Source: an optimization exercise on an open RTL-to-GDS flow (aim: small area, a short achievable clock period and few clock cycles). Production flows keep margins and buffers that such runs may drop. No functional check of the RTL was part of any run shown here. Power figures rest on the tool's default switching activity, not on a simulated workload.

===== flow/config.mk =====
export PLATFORM = sky130hd
export DESIGN_NAME = mult1
export DESIGN_NICKNAME = mult1
export VERILOG_FILES = /design/flow/design.v
export SDC_FILE = /design/flow/constraint.sdc
export NUM_CORES = 4
export LEC_CHECK = 0
export CAP_MARGIN = 20
export CORE_MARGIN = 2
export CORE_UTILIZATION = 40
export SETUP_SLACK_MARGIN = 2.5
export SLEW_MARGIN = 20
export SYNTH_HIERARCHICAL = 1
export SYNTH_MINIMUM_KEEP_SIZE = 0

===== flow/constraint.sdc =====
create_clock -name core_clock -period 5.0 [get_ports {clk}]
set_input_delay 1.0000 -clock core_clock [delete_from_list [all_inputs] [get_ports {clk}]]
set_output_delay 1.0000 -clock core_clock [all_outputs]
set_load 0.01 [all_outputs]

===== flow/design.v =====
`timescale 1 ns / 100 ps
module mult1_fa(a, b, ci, s, co);
	input a, b, ci;
	output s, co;
	assign s  = a ^ b ^ ci;
	assign co = (a & b) | (a & ci) | (b & ci);
endmodule
module mult1(clk, rst, start, ack, multiplicand, multiplier, product, done);
	input clk;
	input rst;
	input start;
	input ack;
	input [31:0] multiplicand;
	input [31:0] multiplier;
	output [63:0] product;
	output done;
reg        idle_q;   
reg        iter_q;   
reg        fin_q;    
reg        done_q;   
reg        first_q;  
reg [2:0]  cnt;
reg [31:0] a_q;      
reg [31:0] b_q;      
reg [31:0] s_q;      
reg [31:0] c_q;      
reg [3:0]  sl_q;     
reg [3:0]  cl_q;     
reg        cy_q;     
assign done    = done_q;
assign product = {a_q, b_q};
wire [31:0] sg = s_q & {32{~first_q}};
wire [31:0] cg = c_q & {32{~first_q}};
wire [31:0] pp0 = a_q & {32{b_q[0]}};
wire [31:0] pp1 = a_q & {32{b_q[1]}};
wire [31:0] pp2 = a_q & {32{b_q[2]}};
wire [31:0] pp3 = a_q & {32{b_q[3]}};
wire s1, k2, s3, k4, s5, k6, s7, k8, s9, k10, s11, k12, s13, k14, s15, k16, s17, k18, s19, k20, s21, k22, s23, k24, s25, k26, s27, k28, s29, k30, s31, k32, s33, k34, s35, k36, s37, k38, s39, k40, s41, k42, s43, k44, s45, k46, s47, k48, s49, k50, s51, k52, s53, k54, s55, k56, s57, k58, s59, k60, s61, k62, s63, k64, s65, k66, s67, k68, s69, k70, s71, k72, s73, k74, s75, k76, s77, k78, s79, k80, s81, k82, s83, k84, s85, k86, s87, k88, s89, k90, s91, k92, s93, k94, s95, k96, s97, k98, s99, k100, s101, k102, s103, k104, s105, k106, s107, k108, s109, k110, s111, k112, s113, k114, s115, k116, s117, k118, s119, k120, s121, k122, s123, k124, s125, k126, s127, k128, s129, k130, s131, k132, s133, k134, s135, k136, s137, k138, s139, k140, s141, k142, s143, k144, s145, k146, s147, k148, s149, k150, s151, k152, s153, k154, s155, k156, s157, k158, s159, k160, s161, k162, s163, k164, s165, k166, s167, k168, s169, k170, s171, k172, s173, k174, s175, k176, s177, k178, s179, k180, s181, k182, s183, k184, s185, k186, s187, k188, s189, k190, s191, k192, s193, k194, s195, k196, s197, k198, s199, k200, s201, k202, s203, k204, s205, k206, s207, k208, s209, k210, s211, k212, s213, k214, s215, k216, s217, k218, s219, k220, s221, k222, s223, k224, s225, k226, s227, k228, s229, k230, s231, k232, s233, k234, s235, k236, s237, k238, s239, k240, s241, k242, s243, k244, s245, k246, s247, k248, s249, k250, s251, k252, s253, k254, s255, k256;
mult1_fa f2 (.a(cg[0]), .b(sg[0]), .ci(pp0[0]), .s(s1), .co(k2));
mult1_fa f4 (.a(cg[1]), .b(sg[1]), .ci(pp0[1]), .s(s3), .co(k4));
mult1_fa f6 (.a(pp1[0]), .b(k2), .ci(s3), .s(s5), .co(k6));
mult1_fa f8 (.a(cg[2]), .b(sg[2]), .ci(pp0[2]), .s(s7), .co(k8));
mult1_fa f10 (.a(pp1[1]), .b(pp2[0]), .ci(k4), .s(s9), .co(k10));
mult1_fa f12 (.a(s7), .b(k6), .ci(s9), .s(s11), .co(k12));
mult1_fa f14 (.a(cg[3]), .b(sg[3]), .ci(pp0[3]), .s(s13), .co(k14));
mult1_fa f16 (.a(pp1[2]), .b(pp2[1]), .ci(pp3[0]), .s(s15), .co(k16));
mult1_fa f18 (.a(k8), .b(s13), .ci(s15), .s(s17), .co(k18));
mult1_fa f20 (.a(k10), .b(s17), .ci(k12), .s(s19), .co(k20));
mult1_fa f22 (.a(cg[4]), .b(sg[4]), .ci(pp0[4]), .s(s21), .co(k22));
mult1_fa f24 (.a(pp1[3]), .b(pp2[2]), .ci(pp3[1]), .s(s23), .co(k24));
mult1_fa f26 (.a(k14), .b(k16), .ci(s21), .s(s25), .co(k26));
mult1_fa f28 (.a(s23), .b(k18), .ci(s25), .s(s27), .co(k28));
mult1_fa f30 (.a(cg[5]), .b(sg[5]), .ci(pp0[5]), .s(s29), .co(k30));
mult1_fa f32 (.a(pp1[4]), .b(pp2[3]), .ci(pp3[2]), .s(s31), .co(k32));
mult1_fa f34 (.a(k22), .b(k24), .ci(s29), .s(s33), .co(k34));
mult1_fa f36 (.a(s31), .b(k26), .ci(s33), .s(s35), .co(k36));
mult1_fa f38 (.a(cg[6]), .b(sg[6]), .ci(pp0[6]), .s(s37), .co(k38));
mult1_fa f40 (.a(pp1[5]), .b(pp2[4]), .ci(pp3[3]), .s(s39), .co(k40));
mult1_fa f42 (.a(k30), .b(k32), .ci(s37), .s(s41), .co(k42));
mult1_fa f44 (.a(s39), .b(k34), .ci(s41), .s(s43), .co(k44));
mult1_fa f46 (.a(cg[7]), .b(sg[7]), .ci(pp0[7]), .s(s45), .co(k46));
mult1_fa f48 (.a(pp1[6]), .b(pp2[5]), .ci(pp3[4]), .s(s47), .co(k48));
mult1_fa f50 (.a(k38), .b(k40), .ci(s45), .s(s49), .co(k50));
mult1_fa f52 (.a(s47), .b(k42), .ci(s49), .s(s51), .co(k52));
mult1_fa f54 (.a(cg[8]), .b(sg[8]), .ci(pp0[8]), .s(s53), .co(k54));
mult1_fa f56 (.a(pp1[7]), .b(pp2[6]), .ci(pp3[5]), .s(s55), .co(k56));
mult1_fa f58 (.a(k46), .b(k48), .ci(s53), .s(s57), .co(k58));
mult1_fa f60 (.a(s55), .b(k50), .ci(s57), .s(s59), .co(k60));
mult1_fa f62 (.a(cg[9]), .b(sg[9]), .ci(pp0[9]), .s(s61), .co(k62));
mult1_fa f64 (.a(pp1[8]), .b(pp2[7]), .ci(pp3[6]), .s(s63), .co(k64));
mult1_fa f66 (.a(k54), .b(k56), .ci(s61), .s(s65), .co(k66));
mult1_fa f68 (.a(s63), .b(k58), .ci(s65), .s(s67), .co(k68));
mult1_fa f70 (.a(cg[10]), .b(sg[10]), .ci(pp0[10]), .s(s69), .co(k70));
mult1_fa f72 (.a(pp1[9]), .b(pp2[8]), .ci(pp3[7]), .s(s71), .co(k72));
mult1_fa f74 (.a(k62), .b(k64), .ci(s69), .s(s73), .co(k74));
mult1_fa f76 (.a(s71), .b(k66), .ci(s73), .s(s75), .co(k76));
mult1_fa f78 (.a(cg[11]), .b(sg[11]), .ci(pp0[11]), .s(s77), .co(k78));
mult1_fa f80 (.a(pp1[10]), .b(pp2[9]), .ci(pp3[8]), .s(s79), .co(k80));
mult1_fa f82 (.a(k70), .b(k72), .ci(s77), .s(s81), .co(k82));
mult1_fa f84 (.a(s79), .b(k74), .ci(s81), .s(s83), .co(k84));
mult1_fa f86 (.a(cg[12]), .b(sg[12]), .ci(pp0[12]), .s(s85), .co(k86));
mult1_fa f88 (.a(pp1[11]), .b(pp2[10]), .ci(pp3[9]), .s(s87), .co(k88));
mult1_fa f90 (.a(k78), .b(k80), .ci(s85), .s(s89), .co(k90));
mult1_fa f92 (.a(s87), .b(k82), .ci(s89), .s(s91), .co(k92));
mult1_fa f94 (.a(cg[13]), .b(sg[13]), .ci(pp0[13]), .s(s93), .co(k94));
mult1_fa f96 (.a(pp1[12]), .b(pp2[11]), .ci(pp3[10]), .s(s95), .co(k96));
mult1_fa f98 (.a(k86), .b(k88), .ci(s93), .s(s97), .co(k98));
mult1_fa f100 (.a(s95), .b(k90), .ci(s97), .s(s99), .co(k100));
mult1_fa f102 (.a(cg[14]), .b(sg[14]), .ci(pp0[14]), .s(s101), .co(k102));
mult1_fa f104 (.a(pp1[13]), .b(pp2[12]), .ci(pp3[11]), .s(s103), .co(k104));
mult1_fa f106 (.a(k94), .b(k96), .ci(s101), .s(s105), .co(k106));
mult1_fa f108 (.a(s103), .b(k98), .ci(s105), .s(s107), .co(k108));
mult1_fa f110 (.a(cg[15]), .b(sg[15]), .ci(pp0[15]), .s(s109), .co(k110));
mult1_fa f112 (.a(pp1[14]), .b(pp2[13]), .ci(pp3[12]), .s(s111), .co(k112));
mult1_fa f114 (.a(k102), .b(k104), .ci(s109), .s(s113), .co(k114));
mult1_fa f116 (.a(s111), .b(k106), .ci(s113), .s(s115), .co(k116));
mult1_fa f118 (.a(cg[16]), .b(sg[16]), .ci(pp0[16]), .s(s117), .co(k118));
mult1_fa f120 (.a(pp1[15]), .b(pp2[14]), .ci(pp3[13]), .s(s119), .co(k120));
mult1_fa f122 (.a(k110), .b(k112), .ci(s117), .s(s121), .co(k122));
mult1_fa f124 (.a(s119), .b(k114), .ci(s121), .s(s123), .co(k124));
mult1_fa f126 (.a(cg[17]), .b(sg[17]), .ci(pp0[17]), .s(s125), .co(k126));
mult1_fa f128 (.a(pp1[16]), .b(pp2[15]), .ci(pp3[14]), .s(s127), .co(k128));
mult1_fa f130 (.a(k118), .b(k120), .ci(s125), .s(s129), .co(k130));
mult1_fa f132 (.a(s127), .b(k122), .ci(s129), .s(s131), .co(k132));
mult1_fa f134 (.a(cg[18]), .b(sg[18]), .ci(pp0[18]), .s(s133), .co(k134));
mult1_fa f136 (.a(pp1[17]), .b(pp2[16]), .ci(pp3[15]), .s(s135), .co(k136));
mult1_fa f138 (.a(k126), .b(k128), .ci(s133), .s(s137), .co(k138));
mult1_fa f140 (.a(s135), .b(k130), .ci(s137), .s(s139), .co(k140));
mult1_fa f142 (.a(cg[19]), .b(sg[19]), .ci(pp0[19]), .s(s141), .co(k142));
mult1_fa f144 (.a(pp1[18]), .b(pp2[17]), .ci(pp3[16]), .s(s143), .co(k144));
mult1_fa f146 (.a(k134), .b(k136), .ci(s141), .s(s145), .co(k146));
mult1_fa f148 (.a(s143), .b(k138), .ci(s145), .s(s147), .co(k148));
mult1_fa f150 (.a(cg[20]), .b(sg[20]), .ci(pp0[20]), .s(s149), .co(k150));
mult1_fa f152 (.a(pp1[19]), .b(pp2[18]), .ci(pp3[17]), .s(s151), .co(k152));
mult1_fa f154 (.a(k142), .b(k144), .ci(s149), .s(s153), .co(k154));
mult1_fa f156 (.a(s151), .b(k146), .ci(s153), .s(s155), .co(k156));
mult1_fa f158 (.a(cg[21]), .b(sg[21]), .ci(pp0[21]), .s(s157), .co(k158));
mult1_fa f160 (.a(pp1[20]), .b(pp2[19]), .ci(pp3[18]), .s(s159), .co(k160));
mult1_fa f162 (.a(k150), .b(k152), .ci(s157), .s(s161), .co(k162));
mult1_fa f164 (.a(s159), .b(k154), .ci(s161), .s(s163), .co(k164));
mult1_fa f166 (.a(cg[22]), .b(sg[22]), .ci(pp0[22]), .s(s165), .co(k166));
mult1_fa f168 (.a(pp1[21]), .b(pp2[20]), .ci(pp3[19]), .s(s167), .co(k168));
mult1_fa f170 (.a(k158), .b(k160), .ci(s165), .s(s169), .co(k170));
mult1_fa f172 (.a(s167), .b(k162), .ci(s169), .s(s171), .co(k172));
mult1_fa f174 (.a(cg[23]), .b(sg[23]), .ci(pp0[23]), .s(s173), .co(k174));
mult1_fa f176 (.a(pp1[22]), .b(pp2[21]), .ci(pp3[20]), .s(s175), .co(k176));
mult1_fa f178 (.a(k166), .b(k168), .ci(s173), .s(s177), .co(k178));
mult1_fa f180 (.a(s175), .b(k170), .ci(s177), .s(s179), .co(k180));
mult1_fa f182 (.a(cg[24]), .b(sg[24]), .ci(pp0[24]), .s(s181), .co(k182));
mult1_fa f184 (.a(pp1[23]), .b(pp2[22]), .ci(pp3[21]), .s(s183), .co(k184));
mult1_fa f186 (.a(k174), .b(k176), .ci(s181), .s(s185), .co(k186));
mult1_fa f188 (.a(s183), .b(k178), .ci(s185), .s(s187), .co(k188));
mult1_fa f190 (.a(cg[25]), .b(sg[25]), .ci(pp0[25]), .s(s189), .co(k190));
mult1_fa f192 (.a(pp1[24]), .b(pp2[23]), .ci(pp3[22]), .s(s191), .co(k192));
mult1_fa f194 (.a(k182), .b(k184), .ci(s189), .s(s193), .co(k194));
mult1_fa f196 (.a(s191), .b(k186), .ci(s193), .s(s195), .co(k196));
mult1_fa f198 (.a(cg[26]), .b(sg[26]), .ci(pp0[26]), .s(s197), .co(k198));
mult1_fa f200 (.a(pp1[25]), .b(pp2[24]), .ci(pp3[23]), .s(s199), .co(k200));
mult1_fa f202 (.a(k190), .b(k192), .ci(s197), .s(s201), .co(k202));
mult1_fa f204 (.a(s199), .b(k194), .ci(s201), .s(s203), .co(k204));
mult1_fa f206 (.a(cg[27]), .b(sg[27]), .ci(pp0[27]), .s(s205), .co(k206));
mult1_fa f208 (.a(pp1[26]), .b(pp2[25]), .ci(pp3[24]), .s(s207), .co(k208));
mult1_fa f210 (.a(k198), .b(k200), .ci(s205), .s(s209), .co(k210));
mult1_fa f212 (.a(s207), .b(k202), .ci(s209), .s(s211), .co(k212));
mult1_fa f214 (.a(cg[28]), .b(sg[28]), .ci(pp0[28]), .s(s213), .co(k214));
mult1_fa f216 (.a(pp1[27]), .b(pp2[26]), .ci(pp3[25]), .s(s215), .co(k216));
mult1_fa f218 (.a(k206), .b(k208), .ci(s213), .s(s217), .co(k218));
mult1_fa f220 (.a(s215), .b(k210), .ci(s217), .s(s219), .co(k220));
mult1_fa f222 (.a(cg[29]), .b(sg[29]), .ci(pp0[29]), .s(s221), .co(k222));
mult1_fa f224 (.a(pp1[28]), .b(pp2[27]), .ci(pp3[26]), .s(s223), .co(k224));
mult1_fa f226 (.a(k214), .b(k216), .ci(s221), .s(s225), .co(k226));
mult1_fa f228 (.a(s223), .b(k218), .ci(s225), .s(s227), .co(k228));
mult1_fa f230 (.a(cg[30]), .b(sg[30]), .ci(pp0[30]), .s(s229), .co(k230));
mult1_fa f232 (.a(pp1[29]), .b(pp2[28]), .ci(pp3[27]), .s(s231), .co(k232));
mult1_fa f234 (.a(k222), .b(k224), .ci(s229), .s(s233), .co(k234));
mult1_fa f236 (.a(s231), .b(k226), .ci(s233), .s(s235), .co(k236));
mult1_fa f238 (.a(cg[31]), .b(sg[31]), .ci(pp0[31]), .s(s237), .co(k238));
mult1_fa f240 (.a(pp1[30]), .b(pp2[29]), .ci(pp3[28]), .s(s239), .co(k240));
mult1_fa f242 (.a(k230), .b(k232), .ci(s237), .s(s241), .co(k242));
mult1_fa f244 (.a(s239), .b(k234), .ci(s241), .s(s243), .co(k244));
mult1_fa f246 (.a(pp1[31]), .b(pp2[30]), .ci(pp3[29]), .s(s245), .co(k246));
mult1_fa f248 (.a(k238), .b(k240), .ci(s245), .s(s247), .co(k248));
mult1_fa f250 (.a(k242), .b(s247), .ci(k244), .s(s249), .co(k250));
mult1_fa f252 (.a(pp2[31]), .b(pp3[30]), .ci(k246), .s(s251), .co(k252));
mult1_fa f254 (.a(k248), .b(s251), .ci(k250), .s(s253), .co(k254));
mult1_fa f256 (.a(pp3[31]), .b(k252), .ci(k254), .s(s255), .co(k256));
wire [35:0] st = {k256, s255, s253, s249, k236, k228, k220, k212, k204, k196, k188, k180, k172, k164, k156, k148, k140, k132, k124, k116, k108, k100, k92, k84, k76, k68, k60, k52, k44, k36, k28, k20, s19, s11, s5, s1};
wire [35:0] ct = {1'b0, 1'b0, 1'b0, 1'b0, s243, s235, s227, s219, s211, s203, s195, s187, s179, s171, s163, s155, s147, s139, s131, s123, s115, s107, s99, s91, s83, s75, s67, s59, s51, s43, s35, s27, 1'b0, 1'b0, 1'b0, 1'b0};
wire [4:0]  lo  = {1'b0, sl_q} + {1'b0, cl_q} + {4'b0, cy_q};
wire [36:0] sum = {1'b0, s_q, sl_q} + {1'b0, c_q, cl_q} + {36'b0, cy_q};
wire a_nz = |multiplicand;
wire b_nz = |multiplier;
always @(posedge clk or posedge rst)
	if (rst) begin
		idle_q  <= 1'b1;
		iter_q  <= 1'b0;
		fin_q   <= 1'b0;
		done_q  <= 1'b0;
		first_q <= 1'b1;
		cnt     <= 3'd0;
	end else begin
		idle_q  <= (idle_q & ~start) | (done_q & ack);
		iter_q  <= (idle_q & start & a_nz & b_nz) | (iter_q & (cnt != 3'd7));
		fin_q   <= iter_q & (cnt == 3'd7);
		done_q  <= fin_q | (idle_q & start & ~(a_nz & b_nz)) | (done_q & ~ack);
		first_q <= idle_q;
		cnt     <= iter_q ? cnt + 3'd1 : 3'd0;
	end
always @(posedge clk) begin
	s_q  <= st[35:4];
	c_q  <= ct[35:4];
	sl_q <= st[3:0];
	cl_q <= ct[3:0];
	cy_q <= lo[4] & ~first_q;
end
always @(posedge clk)
	if (idle_q) begin
		a_q <= multiplicand & {32{b_nz}};
		b_q <= multiplier & {32{a_nz}};
	end else if (iter_q | fin_q) begin
		b_q <= {lo[3:0], b_q[31:4]};
		if (fin_q)
			a_q <= sum[35:4];
	end
endmodule

===== flow/run.sh =====
#!/bin/bash
# synth_recipe.tcl (not shown) runs the flow's synth.tcl, then flattens the netlist and writes it again
# the make line also repeats each setting of config.mk as NAME=value (left out here)
make -C /OpenROAD-flow-scripts/flow DESIGN_CONFIG=/design/flow/config.mk WORK_HOME=/design/flow/orfs CLKGATE_MAP_FILE= SYNTH_SCRIPT=/design/flow/synth_recipe.tcl finish

==> results.tsv, run 1 <==
metric	value	unit
Critical Path Start	first_q	
Yosys cell types	63	
dpl cells	1368	
Critical Path Start Type	register	
I/O pins	133	
Mapped Area	0.0102	mm^2
vias in the first global route	8254	
first-pass GRT wire length	47200	um
Detail Route Antenna Nets	0	
Yosys Warn Count	7	
Max H-tree Level	4	
Critical Path Sink Type	register	
Setup Viol. Count Final	0	
FF-to-FF End	s_q[30]	
initial antenna violation count	0	
CTS tree	built	
CTS Root Buffer Type	clkbuf_16	
initial cell density of the core	40.6	%
Detailed Place HPWL	20800	um
syn_area_per_cell	10.8	um^2
Final Skew	0.0105	ns
RePlAce Congestion	0.888	
Final Power	11.2	mW
area grow syn2layout	34.7	%
layout cells sized above 1	21.6	%
Max stage delay cell, worst path	dfstp_4	
async set-or-reset flop fraction in the synthesized netlist	5.84	%
Power Density	818	mW/mm^2
largest net degree at the start of global routing	70	
Iteration-0 DRC Markers	575	
Worst EP arrival	3.57	ns
most common cell in the netlist	and2_1	
relative slew slack	34.9	%
drt drc	0	
final-stage net count	1343	
Slew @ Worst Pin	0.976	ns
Main synth FF type	dfxtp_1	
1st-pass router iterations	6	
Setup TNS	0	ns
hold_buf cts	0	
Reg clk slew, reported paths	0.07	ns
Max IR drop VDD	339	uV
Mapped Cells	938	
clk sink count	137	
final cell count without fillers	1458	
DR vias	7903	
vias per cell	5.42	
FMAX	0.306	GHz
Total Wirelength	30300	um
flops & latches, synth	137	
worst-path fanout max	5	
top cells by area, synth	fa_1 25%, edfxtp_1 19%, dfxtp_1 13%	
Final Instance Area	0.0137	mm^2
Num CTS Buffers	17	
chip height	163	um
LEAKAGE	5.27	nW
r2r startpoint	first_q	
core footprint	0.0250	mm^2
FP Rows	58	
Cell Chain, Critical Path	nor2b_4 > fa_1 > fa_1 > fa_2 > fa_2 > fa_2 > fa_1	
Synth area leader	fa_1	
Tmin final	3.26	ns
post-synth top area share	25.2	%
RSZ-0062 raised after global routing	true	
Buffers on Ports	132	
Post-synth EDFFs	64	
status	complete, no violations	
number of antenna diodes	0	
fin crit share	65.3	%
kind of critical path	register to register	
fill cell count	2182	
GRT overflow	0	
All-Layer GR Usage	23.5	%
Seq/Total Area, Yosys	33.7	%
DR WL/cell	20.8	um
CP max stage delay	0.66	ns
Skew-Pair Late Insertion Delay	0.43	ns
die area	0.0267	mm^2
MaxCap Viol Count	0	
Register-to-Register Path Depth	7	
Critical Path RT	5.31	ns
commonest cells in the netlist	135 x and2_1, 128 x fa_1, 83 x nand2_1	
reg-to-reg setup timing slack	1.74	ns
Chip Width	163	um
final slew viol count	0	
Longest Clk Path Bufs	2	
Final Hold Fails	0	
placed cell area	0.0118	mm^2
Hold Path Class	register to register	
Setup crit end	s_q[30]	
[where the power goes]
part           switching (mW)  internal [mW]  total (mW)
sequential              0.345           1.99        2.33
clock                   0.590          0.767        1.36
combinational            4.03           3.48        7.51
total                    4.96           6.24        11.2
[Yosys stat by module, one instance, submodules excluded]
module	flip-flops and latches	cell area, um^2	cells inside	times used
mult1_fa	0	20.0	1	128
mult1	137	7600	810	1
[kinds of logic after synthesis]
family                   Yosys count  share of synthesized area [%]
AO/OA/AOI/OAI                    179                           12.2
XOR/XNOR                          24                           2.07
adder cells (fa/ha/maj)          160                           29.1
buffers and inverters             58                           2.22
flip-flops                       137                           33.7
multiplexers                       2                          0.197
other                              1                         0.0369
AND/OR/NAND/NOR                  377                           20.4
[state kept, by name, summed over array words and instances (netlist names)]
signal,count
c_q,28
s_q,32
first_q,1
iter_q,1
b_q,32
done_q,1
idle_q,1
cnt,3
sl_q,4
a_q,32
cy_q,1
fin_q,1
[critical path, delay by kind of cell, from the launching register on]
family	cells	cell delay, ns
fa+ha+maj	6	2.42
flops	1	0.66
simple gates	1	0.05
[final cells by class]
class | count | area (um^2) | share of cell area (%)
Multi-Input combinational cell | 746 | 7100 | 51.8
Tap cell | 330 | 413 | 3.02
Timing Repair Buffer | 198 | 2080 | 15.2
Clock inverter | 15 | 195 | 1.43
Inverter | 15 | 56.3 | 0.411
Sequential cell | 137 | 3430 | 25.1
Clock buffer | 17 | 425 | 3.11
[what timing repair did]
item	4_1_cts	5_1_grt
pin swaps	36	58
gates resized for setup	140	104
buffers inserted	36	16
setup endpoints to repair	135	135
cloned	6	0
[cells in the final DEF (no fill, tap or decap), drive strengths merged, types with 9 or more instances in the layout]
cell type,instances
nor2,27
clkdlybuf4s50,90
clkbuf,23
nand4,13
and2,135
o2bb2ai,30
ha,32
dfxtp,65
nand2,83
nor3,9
nand3,15
nor4,18
o21ai,41
dlygate4sd2,20
inv,26
clkdlybuf4s15,10
nor2b,61
edfxtp,64
fa,128
buf,65
xnor2,20
a21oi,48
[metrics by stage]
stage               hold WS [ns]  setup WS (ns)  utilization, %
floorplan                  0.383           1.72               -
global placement           0.416           1.23            47.2
detailed placement         0.422           1.14            47.2
CTS                        0.429           1.74            52.9
global route               0.455           1.67            54.7
finish                     0.425           1.74            54.7
[metal layers]
layer  wire [um]  global-route usage, %  vias to the layer above
met5           0                      0                        -
li1            -                      -                     3616
met1       13600                   33.1                     3995
met2       14400                   37.9                      257
met4         435                   4.87                        0
met3        1860                   4.72                       35
[worst min-delay path by stage]
| stage | slack, ns | cells past startpoint | to | from |
|---|---|---|---|---|
| floorplan | 0.38 | 0 | first_q | idle_q |
| global placement | 0.42 | 1 | cnt[0] | cnt[0] |
| detailed placement | 0.42 | 1 | cnt[0] | cnt[0] |
| CTS | 0.43 | 1 | cnt[0] | cnt[0] |
| global route | 0.45 | 1 | cnt[0] | cnt[0] |
| finish | 0.42 | 1 | cnt[0] | cnt[0] |
==> run 2: changes to the inputs <==
--- a/flow/config.mk
+++ b/flow/config.mk
@@ -8,7 +8,7 @@
 export CAP_MARGIN = 20
 export CORE_MARGIN = 2
 export CORE_UTILIZATION = 40
-export SETUP_SLACK_MARGIN = 2.5
+export SETUP_SLACK_MARGIN = 2.0
 export SLEW_MARGIN = 20
 export SYNTH_HIERARCHICAL = 1
 export SYNTH_MINIMUM_KEEP_SIZE = 0
==> run 2 against run 1 <==
Still clean; critical path depth unchanged; setup slack improved by 0.015 ns; sequential power about the same; die area unchanged; clock-buffer cell count unchanged; clock power about the same; worst hold slack about the same; highest routed layer unchanged.
==> results.tsv, run 2 <==
metric	value	unit	change
status	complete, no violations		
Seq/Total Area, Yosys	33.7	%	unchanged
Critical Path RT	5.30	ns	about the same
Num CTS Buffers	17		unchanged
Synth area leader	fa_1		
Detailed Place HPWL	20800	um	unchanged
Critical Path Sink Type	register		
Tmin final	3.25	ns	-0.0147 ns
Buffers on Ports	132		unchanged
Register-to-Register Path Depth	7		unchanged
r2r startpoint	first_q		
chip height	163	um	unchanged
relative slew slack	34.4	%	-0.50 points
Max H-tree Level	4		unchanged
Main synth FF type	dfxtp_1		
vias in the first global route	8057		-2.4%
hold_buf cts	0		unchanged
CTS Root Buffer Type	clkbuf_16		
async set-or-reset flop fraction in the synthesized netlist	5.84	%	unchanged
first-pass GRT wire length	45000	um	-4.7%
Yosys cell types	63		unchanged
GRT overflow	0		unchanged
Worst EP arrival	3.55	ns	-0.02 ns
kind of critical path	register to register		
Slew @ Worst Pin	0.984	ns	+0.00743 ns
dpl cells	1368		unchanged
All-Layer GR Usage	22.3	%	-1.2 points
Final Skew	0.0119	ns	+0.00144 ns
Longest Clk Path Bufs	2		unchanged
reg-to-reg setup timing slack	1.75	ns	about the same
LEAKAGE	4.89	nW	-7.3%
1st-pass router iterations	5		-1
Setup crit end	s_q[30]		
fin crit share	65.0	%	-0.29 points
Hold Path Class	register to register		
FMAX	0.308	GHz	+0.45%
flops & latches, synth	137		unchanged
Skew-Pair Late Insertion Delay	0.43	ns	about the same
Reg clk slew, reported paths	0.07	ns	about the same
clk sink count	137		unchanged
Setup TNS	0	ns	unchanged
Chip Width	163	um	unchanged
number of antenna diodes	0		unchanged
Setup Viol. Count Final	0		unchanged
die area	0.0267	mm^2	unchanged
area grow syn2layout	24.4	%	
commonest non-fill, non-tap cell in the layout	and2_1		
Mapped Cells	938		unchanged
fill cell count	2297		+5.3%
syn_area_per_cell	10.8	um^2	unchanged
RePlAce Congestion	0.888		unchanged
Final Hold Fails	0		unchanged
DR vias	7678		-2.8%
fin util	50.5	%	-4.2 points
largest registers	a_q x32, b_q x32, s_q x32		
CTS tree	built		
layout cells sized above 1	7.80	%	-14 points
Post-synth EDFFs	64		unchanged
I/O pins	133		unchanged
Iteration-0 DRC Markers	501		-13%
RSZ-0062 raised after global routing	true		
Critical Path Start	first_q		
core footprint	0.0250	mm^2	unchanged
Detail Route Antenna Nets	0		unchanged
drt drc	0		unchanged
post-synth top area share	25.2	%	unchanged
FP Rows	58		unchanged
MaxCap Viol Count	0		unchanged
most frequent cells in the layout	135 x and2_1, 132 x clkdlybuf4s50_1, 123 x fa_1		
final cell count without fillers	1420		-2.6%
Yosys Warn Count	7		unchanged
commonest cells in the netlist	135 x and2_1, 128 x fa_1, 83 x nand2_1		
most common cell in the netlist	and2_1		
vias per cell	5.41		-0.25%
Mapped Area	0.0102	mm^2	unchanged
Power Density	830	mW/mm^2	+1.5%
largest net degree at the start of global routing	70		unchanged
final slew viol count	0		unchanged
worst-path fanout max	5		unchanged
top cells by area, synth	fa_1 25%, edfxtp_1 19%, dfxtp_1 13%		
Critical Path Start Type	register		
FF-to-FF End	s_q[30]		
initial antenna violation count	0		unchanged
initial cell density of the core	40.6	%	unchanged
final-stage net count	1305		-2.8%
Max IR drop VDD	319	uV	-6.0%
DR WL/cell	20.0	um	-4.0%
Total Wirelength	28300	um	-6.5%
[run 2: logic make-up (layout without fill, tap and decap cells)]
kind of cell / Yosys count / after routing / share of synthesized area (%)
buffers and inverters: 58 / 207 / 2.22
muxes: 2 / 2 / 0.197
and+or+nand+nor: 377 / 377 / 20.4
DFF: 137 / 137 / 33.7
AOI/OAI and AO/OA: 179 / 179 / 12.2
xor gates and xnor gates: 24 / 24 / 2.07
adders and majority gates: 160 / 160 / 29.1
other: 1 / 4 / 0.0369
[run 2: through the flow]
| step | worst slack [ns] | hold slack [ns] | cell area, um^2 | total power, mW |
|---|---|---|---|---|
| floorplan | 1.72 | 0.383 | 10200 | 6.90 |
| global placement | 1.23 | 0.416 | 11800 | 8.88 |
| detailed placement | 1.14 | 0.422 | 11800 | 8.95 |
| CTS | 1.74 | 0.429 | 12600 | 10.6 |
| global route | 1.68 | 0.455 | 12700 | 11.5 |
| finish | 1.75 | 0.424 | 12700 | 10.5 |
[run 2: modules after synthesis, one instance, submodules excluded]
module / times used / cells / area [um^2] / flip-flops and latches
mult1: 1 / 810 / 7600 / 137
mult1_fa: 128 / 1 / 20.0 / 0
[run 2: per-layer routing]
layer | vias up | track usage (%) | wire, um
met5 | - | 0 | 0
met4 | 0 | 5.99 | 512
met3 | 24 | 4.70 | 1630
met2 | 224 | 35.2 | 13200
met1 | 3895 | 31.3 | 13000
li1 | 3535 | - | -
[run 2: how the worst min path moves through the flow]
| stage | from | end | slack, ns | cells past startpoint |
|---|---|---|---|---|
| after floorplan | idle_q | first_q | 0.38 | 0 |
| after detailed placement | cnt[0] | cnt[0] | 0.42 | 1 |
| after CTS | cnt[0] | cnt[0] | 0.43 | 1 |
| final | cnt[0] | cnt[0] | 0.42 | 1 |
| after global routing | cnt[0] | cnt[0] | 0.45 | 1 |
| after global placement | cnt[0] | cnt[0] | 0.42 | 1 |
[run 2: final cells by class]
cell class | count | area (um^2) | share of cell area [%]
Multi-Input combinational cell | 746 | 6570 | 52.0
Sequential cell | 137 | 3430 | 27.1
Timing Repair Buffer | 160 | 1560 | 12.3
Clock buffer | 17 | 425 | 3.36
Tap cell | 330 | 413 | 3.26
Clock inverter | 15 | 195 | 1.54
Inverter | 15 | 56.3 | 0.445
[run 2: report_power, final]
group          leakage (nW)  switching, mW  internal (mW)
clock                 0.304          0.587          0.768
combinational          3.33           3.72           3.10
sequential             1.25          0.334           1.99
[run 2: critical path, stage by stage, from the launching register on]
cell	delay, ns
dfstp_4	0.65
nor2b_2	0.05
fa_1	0.52
fa_1	0.43
fa_2	0.35
fa_2	0.35
fa_2	0.34
fa_1	0.43
[run 2: repair_timing]
item                       in CTS  in global routing
resized for setup               3                  8
setup buffers                  17                  3
setup endpoints to repair      33                  5
pin swaps                       2                  2

## afterwards: timing with drivers on the ports
The results above use ideal ports. As a check the final layouts listed here were re-extracted and re-timed, cells and wires unchanged. Step 1 assumes that a clkbuf_16 drives the clock port and a buf_2 every other input. Step 2 also shifts input and output timing later by t, the mid clock arrival at the registers, as if the neighbouring blocks saw the same clock. Three values: ideal ports, drivers, drivers and shift; two values: the first two.
| run | t, ns | slack for setup (ns) | worst setup path after step 2 |
|---|---|---|---|
| run 1 | 0.473 | 1.736 / 1.736 / 1.736 | register to register |
| run 2 | 0.467 | 1.751 / 1.751 / 1.655 | input to register |
After both steps every run listed still meets setup and hold. For run 2, which loses most, drivers alone change the setup slack by 0.000 ns; drivers and shift together by -0.096 ns.
